This is an optimization exercise on Yosys and OpenROAD, whose aim is small area, a short achievable clock period and few clock cycles, not a production implementation. Function was checked by simulation only, so behaviour that the tests miss may differ from the original. Power is estimated from default activity; no workload was simulated.

===== design/flow/config.mk =====
export PLATFORM = sky130hd
export DESIGN_NAME = binary_to_bcd
export DESIGN_NICKNAME = binary_to_bcd
export VERILOG_FILES = /design/flow/design.v
export SDC_FILE = /design/flow/constraint.sdc
export NUM_CORES = 4
export LEC_CHECK = 0
export ABC_AREA = 1
export CAP_MARGIN = 20
export CORE_MARGIN = 2
export CORE_UTILIZATION = 60
export SETUP_SLACK_MARGIN = 3.5
export SLEW_MARGIN = 20

===== design/flow/constraint.sdc =====
create_clock -name core_clock -period 6.0 [get_ports {clk_in}]
set_input_delay 1.2000 -clock core_clock [delete_from_list [all_inputs] [get_ports {clk_in}]]
set_output_delay 1.2000 -clock core_clock [all_outputs]
set_load 0.01 [all_outputs]

===== design/flow/design.v =====
`timescale 1ns / 1ps
module binary_to_bcd( input clk_in,
                      input [5:0] game_state,
                      input start,
                      input [23:0] binary_in,
                      output logic [31:0] bcd_out,
                      output logic busy
    );
    logic [31:0] R;
    logic [3:0]  t;                   
    wire rst = (game_state == 6'd1);
    logic [31:0] ld;
    logic [3:0]  t0;
    logic [3:0] zr, sel;
    always_comb begin
        zr[0] = 1'b1;
        zr[1] = (binary_in[23:19] == '0);
        zr[2] = (binary_in[23:13] == '0);
        zr[3] = (binary_in[23:5] == '0);
        for (int i = 0; i < 4; i++)
            sel[i] = zr[i] & (i == 3 || !zr[i + 1]);
        ld = '0;
        t0 = '0;
        ld = ld | ({32{sel[0]}} & {binary_in[21:0], 8'h0, binary_in[23:22]});
        t0 = t0 | ({4{sel[0]}} & 4'd1);
        ld = ld | ({32{sel[1]}} & {binary_in[15:0], 8'h0, binary_in[23:16]});
        t0 = t0 | ({4{sel[1]}} & 4'd4);
        ld = ld | ({32{sel[2]}} & {binary_in[9:0], 8'h0, binary_in[23:10]});
        t0 = t0 | ({4{sel[2]}} & 4'd7);
        ld = ld | ({32{sel[3]}} & {binary_in[1:0], 8'h0, binary_in[23:2]});
        t0 = t0 | ({4{sel[3]}} & 4'd11);
    end
    function automatic [4:0] dd(input [3:0] d, input c);
        logic [3:0] s;
        s[3] = d[3] | d[2] & (d[1] | d[0]);
        s[2] = d[2] & !d[1] & !d[0] | d[3] & d[0];
        s[1] = d[1] & !d[2] | d[1] & d[0] | d[3] & !d[0];
        s[0] = !d[0] & (d[3] | d[2] & d[1]) | d[0] & !d[3] & !d[2];
        dd = {s, c};
    endfunction
    function automatic int thr(input int j);
        case (j)
            0: thr = 0;
            1: thr = 0;
            2: thr = 8;
            3: thr = 8;
            4: thr = 16;
            5: thr = 16;
            6: thr = 20;
            default: thr = 0;
        endcase
    endfunction
    logic [31:0] nxt, blk;
    always_comb begin
        logic [32:0] r;
        logic z;
        nxt = R;
        for (int l = 0; l < 2; l++) begin
            r[0] = nxt[31];
            for (int j = 0; j < 7; j++)
                if (2 * int'(t) + l >= thr(j))
                    r[4*j +: 5] = dd(nxt[4*j +: 4], r[4*j]);
                else
                    r[4*j +: 5] = {nxt[4*j +: 4], r[4*j]};
            r[32:29] = nxt[31:28];
            nxt = r[31:0];
        end
        blk = nxt;
        z = (nxt[31:28] == 4'd0);
        blk[31] = z;
        blk[29] = z;
        for (int j = 6; j >= 1; j--) begin
            z = z & (nxt[4*j +: 4] == 4'd0);
            blk[4*j+3] = nxt[4*j+3] | z;
            blk[4*j+1] = nxt[4*j+1] | z;
        end
    end
    wire last = (t == 4'd11);
    always_ff @(posedge clk_in) begin
        t <= busy ? t + 1'b1 : t0;
        if (rst) begin
            busy <= 1'b0;
            R    <= '0;
        end else if (busy) begin
            busy <= !last;
            R    <= last ? blk : nxt;
        end else if (start) begin
            busy <= 1'b1;
            R    <= ld;
        end
    end
    assign bcd_out = R;
endmodule

===== design/flow/flow/run.sh =====
#!/bin/bash
# Layout flow: the standard synthesis, a second ABC pass over its
# combinational logic (registers untouched), then the standard ORFS layout.
# Port buffers are plain buf_1 cells.
set -euo pipefail
export BUFFER_PORTS_ARGS="-buffer_cell sky130_fd_sc_hd__buf_1"
HERE=$(cd "$(dirname "$0")" && pwd)
RES=orfs/results/${FLOW_PLATFORM}/binary_to_bcd/base

bash standard.sh synth > standard_synth.log 2>&1

YOSYS=$(command -v yosys || echo "$FLOW_HOME/../tools/install/yosys/bin/yosys")
LIB="$FLOW_HOME/platforms/${FLOW_PLATFORM}/lib/sky130_fd_sc_hd__tt_025C_1v80.lib"
cp "$RES/1_2_yosys.v" 1_2_yosys_standard.v
"$YOSYS" -c "$HERE/reopt.tcl" -- "$LIB" 1_2_yosys_standard.v 1_2_yosys_reopt.v "$HERE/ff_blackbox.v" > reopt.log 2>&1
cp 1_2_yosys_reopt.v "$RES/1_2_yosys.v"
rm -f "$RES/1_synth.odb" "$RES/1_synth.sdc"

bash standard.sh > standard_flow.log 2>&1

===== design/flow/flow/ff_blackbox.v =====
// the registers stay as they are: their cells are black boxes to the re-synthesis
(* blackbox *)
module sky130_fd_sc_hd__dfxtp_1(input CLK, input D, output Q); endmodule
(* blackbox *)
module sky130_fd_sc_hd__dfxtp_2(input CLK, input D, output Q); endmodule
(* blackbox *)
module sky130_fd_sc_hd__dfxtp_4(input CLK, input D, output Q); endmodule

===== design/flow/flow/reopt.tcl =====
# yosys -c reopt.tcl -- LIB IN OUT BLACKBOXES
yosys -import
lassign $argv lib in out bb
read_liberty -ignore_miss_func $lib
read_verilog -overwrite $bb
read_verilog $in
hierarchy -top binary_to_bcd
flatten
opt_clean
set du {}
set fh [open $lib r]
set txt [read $fh]
close $fh
foreach {m c} [regexp -all -inline {cell\s*\(\s*"?(sky130_fd_sc_hd__\w+)"?\s*\)} $txt] {
  if {[regexp {lpflow|probe|fill|tap|decap|diode|dly|clkbuf|clkinv|bufbuf|bufinv|dfxtp|dfxbp|dfrtp|dfstp|dfrbp|dfsbp|dfbbp|edf|sdf|dlx|dlr|dlcl|einv|ebuf} $c]} { lappend du -dont_use $c }
}
abc -liberty $lib {*}$du -script "+strash;&get -n;&deepsyn -T 30;&put;dch;map -B 0.9"
opt_clean -purge
stat -liberty $lib
write_verilog -noattr -noexpr -nohex -nodec $out

===== design/flow/standard.sh =====
#!/bin/bash
# synth_recipe.tcl (not shown) runs the flow's synth.tcl, then flattens the netlist and writes it again
# the make line also repeats each setting of config.mk as NAME=value (left out here)
make -C /OpenROAD-flow-scripts/flow DESIGN_CONFIG=/design/flow/config.mk WORK_HOME=/design/flow/orfs CLKGATE_MAP_FILE= SYNTH_SCRIPT=/design/flow/synth_recipe.tcl "${@:-finish}"

==> summary.txt <==
setup TNS=0 ps; Vias=4203; die height=72.5 um; hold_sp=R[6]; crit path launch=t[3]; max incr delay on CP=390 ps; Syn Area/Cell=5.83 sq um; Syn. warnings=2; worst endpoint required time=6230 ps; Crit path top cell by count=nand2_1; port bufs=64; syn nets=514; CTS root buf=clkbuf_8; remaining antenna violation count after routing=0; Leak Pwr=1.75 nW; clk_skew=6.27 ps; Skew-Pair Late Insertion Delay=300 ps; post-synthesis cell area=2810 sq um; Routability Congestion=1.06; worst flop-to-flop path startpoint=t[3]; most frequent cells in the layout=127 x nand2_1, 76 x inv_1, 64 x buf_1; clk buf depth=2; Core Box Area=4440 sq um; layout cells sized above 1=19.9%; Setup-failing EPs final=0; Final Hold Viols=0; io pins=65; critical path, cell by cell=clkinvlp_4, nor2_4, o211ai_1, buf_4, o21ai_2, nand2_4, nand2_1, nand2_2, a21oi_4, nand3_4, nor2_4, nand4_1, nand2_1, nand2_1, a21oi_2; H-tree Lvls=2; Max Freq=388 MHz; gr usage total=36.5%; Num CTS Buffers=5; CTS tree=yes; post-DP HPWL=6650 um; Die ar.=5250 sq um; DRC viols=0; WL/cell=17.3 um; Setup crit end kind=flip-flop; synthesized instance count=482; Starting Density=63.3%; largest net degree at the start of global routing=32; CTS Sinks=37; fin. max-slew vios=0; arrival time at the worst endpoint=2800 ps; worst hold-check path type=flip-flop to flip-flop; site row count=24; final WL=11100 um; Max-Cap Viols=0; DR pass1 iterations=7; Slew headroom=64.8%; final worst-path cycle share=42.9%; Ant. Diodes=0; drt via density=6.58; grt ovf=0; RSZ-0062 raised after global routing=true; NumNets Final=618; first-pass GRT wire length=15200 um; initial antenna violation count=0; Slowest-stage cell, CP=dfxtp_4; most common cell after layout, fill and taps aside=nand2_1; FILL cells=289; vias in the first global route=3340; clock slew at reported path FFs=80 ps; VDD IR max=0.393 mV; die width=72.5 um; area delta synth->final=34.9%; final total power=0.00267 W; Power Density=704 nW/um^2; crit path launch type=flip-flop; Tmin final=2570 ps; critical path class=flip-flop to flip-flop; status=complete, no violations; Tightest Pin Transition=527 ps; worst-path fanout max=5; DR iter-0 viols=723
-- metal layers --
| metal | part of all wire, % | routed length [um] | global-route usage, % | vias to the layer above |
|---|---|---|---|---|
| li1 | - | - | - | 1828 |
| met1 | 37 | 4070 | 49.4 | 1853 |
| met2 | 43 | 4740 | 59.1 | 410 |
| met3 | 15 | 1620 | 6.81 | 112 |
| met4 | 5.7 | 632 | 11.1 | 0 |
| met5 | 0 | 0 | 0 | - |
-- timing repair --
action / 4_1_cts / 5_1_grt
setup endpoints to repair: 22 / 31
gates cloned: 0 / 1
hold buffers: 0 / 0
pin swaps: 5 / 32
endpoints found under the hold margin: 0 / 0
resized for setup: 18 / 72
buffers inserted: 10 / 21
-- path summary, 6_finish.rpt --
path | to | slack (ps) | cells past startpoint
setup reg to reg | R[5] | 3430 | 15
hold reg to reg | R[6] | 480 | 2
setup / recovery | R[5] | 3430 | 15
hold / removal | R[6] | 480 | 2
-- per-stage QoR --
step / setup WS [ps] / hold slack, ps / util (%) / cell area (sq um) / std cells
after global placement: 2910 / 475 / 70.6 / 3140 / 599
after detailed placement: 2760 / 472 / 70.6 / 3140 / 599
after CTS: 3480 / 485 / 76.0 / 3380 / 617
after floorplan: 3530 / 454 / - / 2830 / 482
final: 3430 / 483 / 85.3 / 3790 / 639
after global routing: 3310 / 529 / 85.3 / 3790 / 639
-- area by class of cell --
cell class                      count  area, sq um  area share, %
Multi-Input combinational cell    361         2070           54.6
Tap cell                           52         65.1           1.72
Timing Repair Buffer               96          493           13.0
Clock inverter                      3         17.5          0.462
Inverter                           85          330           8.71
Clock buffer                        5         68.8           1.81
Sequential cell                    37          747           19.7
-- worst max-delay path: cells and delay by family, from the launching register on --
kind	cells	cell delay [ps]
buf+inv	2	360
simple gates	9	1090
flops	1	390
compound gates	4	640
-- sequential cells by signal, indices dropped and copies added (netlist names) --
register / count
busy: 1
t: 4
R: 32
-- report_power, final --
| part | internal [W] | switching (W) |
|---|---|---|
| Combinational | 0.000714 | 0.00122 |
| Sequential | 0.000397 | 0.000158 |
| Clock | 0.0000804 | 0.000102 |
| Total | 0.00119 | 0.00148 |
Testbench counts, summed over its fixed seeds: cycles 25,282.

## static timing again, ports no longer ideal
In the flow no input, the clock included, has a driving cell. The finished layout below was timed again as built, in two steps. Step 1 (the two cells are an assumption about what drives the block):
set clk [get_ports {clk_in}]
set_driving_cell -lib_cell sky130_fd_sc_hd__clkbuf_16 $clk
set_driving_cell -lib_cell sky130_fd_sc_hd__buf_2 [delete_from_list [all_inputs] $clk]
Step 2, shift: input delay + t, output delay - t, t = (earliest + latest rising clock arrival at the registers) / 2. This alone moves slack from input paths to output paths. Slacks: no drivers / after step 1 / after step 2; pairs: no drivers / after step 1.
shift t [ns]: 0.321
setup slack, ns: 3.425 / 3.425 / 3.156
worst setup path after step 2: input to register
worst data-port slew with drivers (ns): 0.04
After both steps setup and hold are still met in this run. For this run, drivers alone change the setup slack by 0.000 ns; drivers and shift together by -0.269 ns.
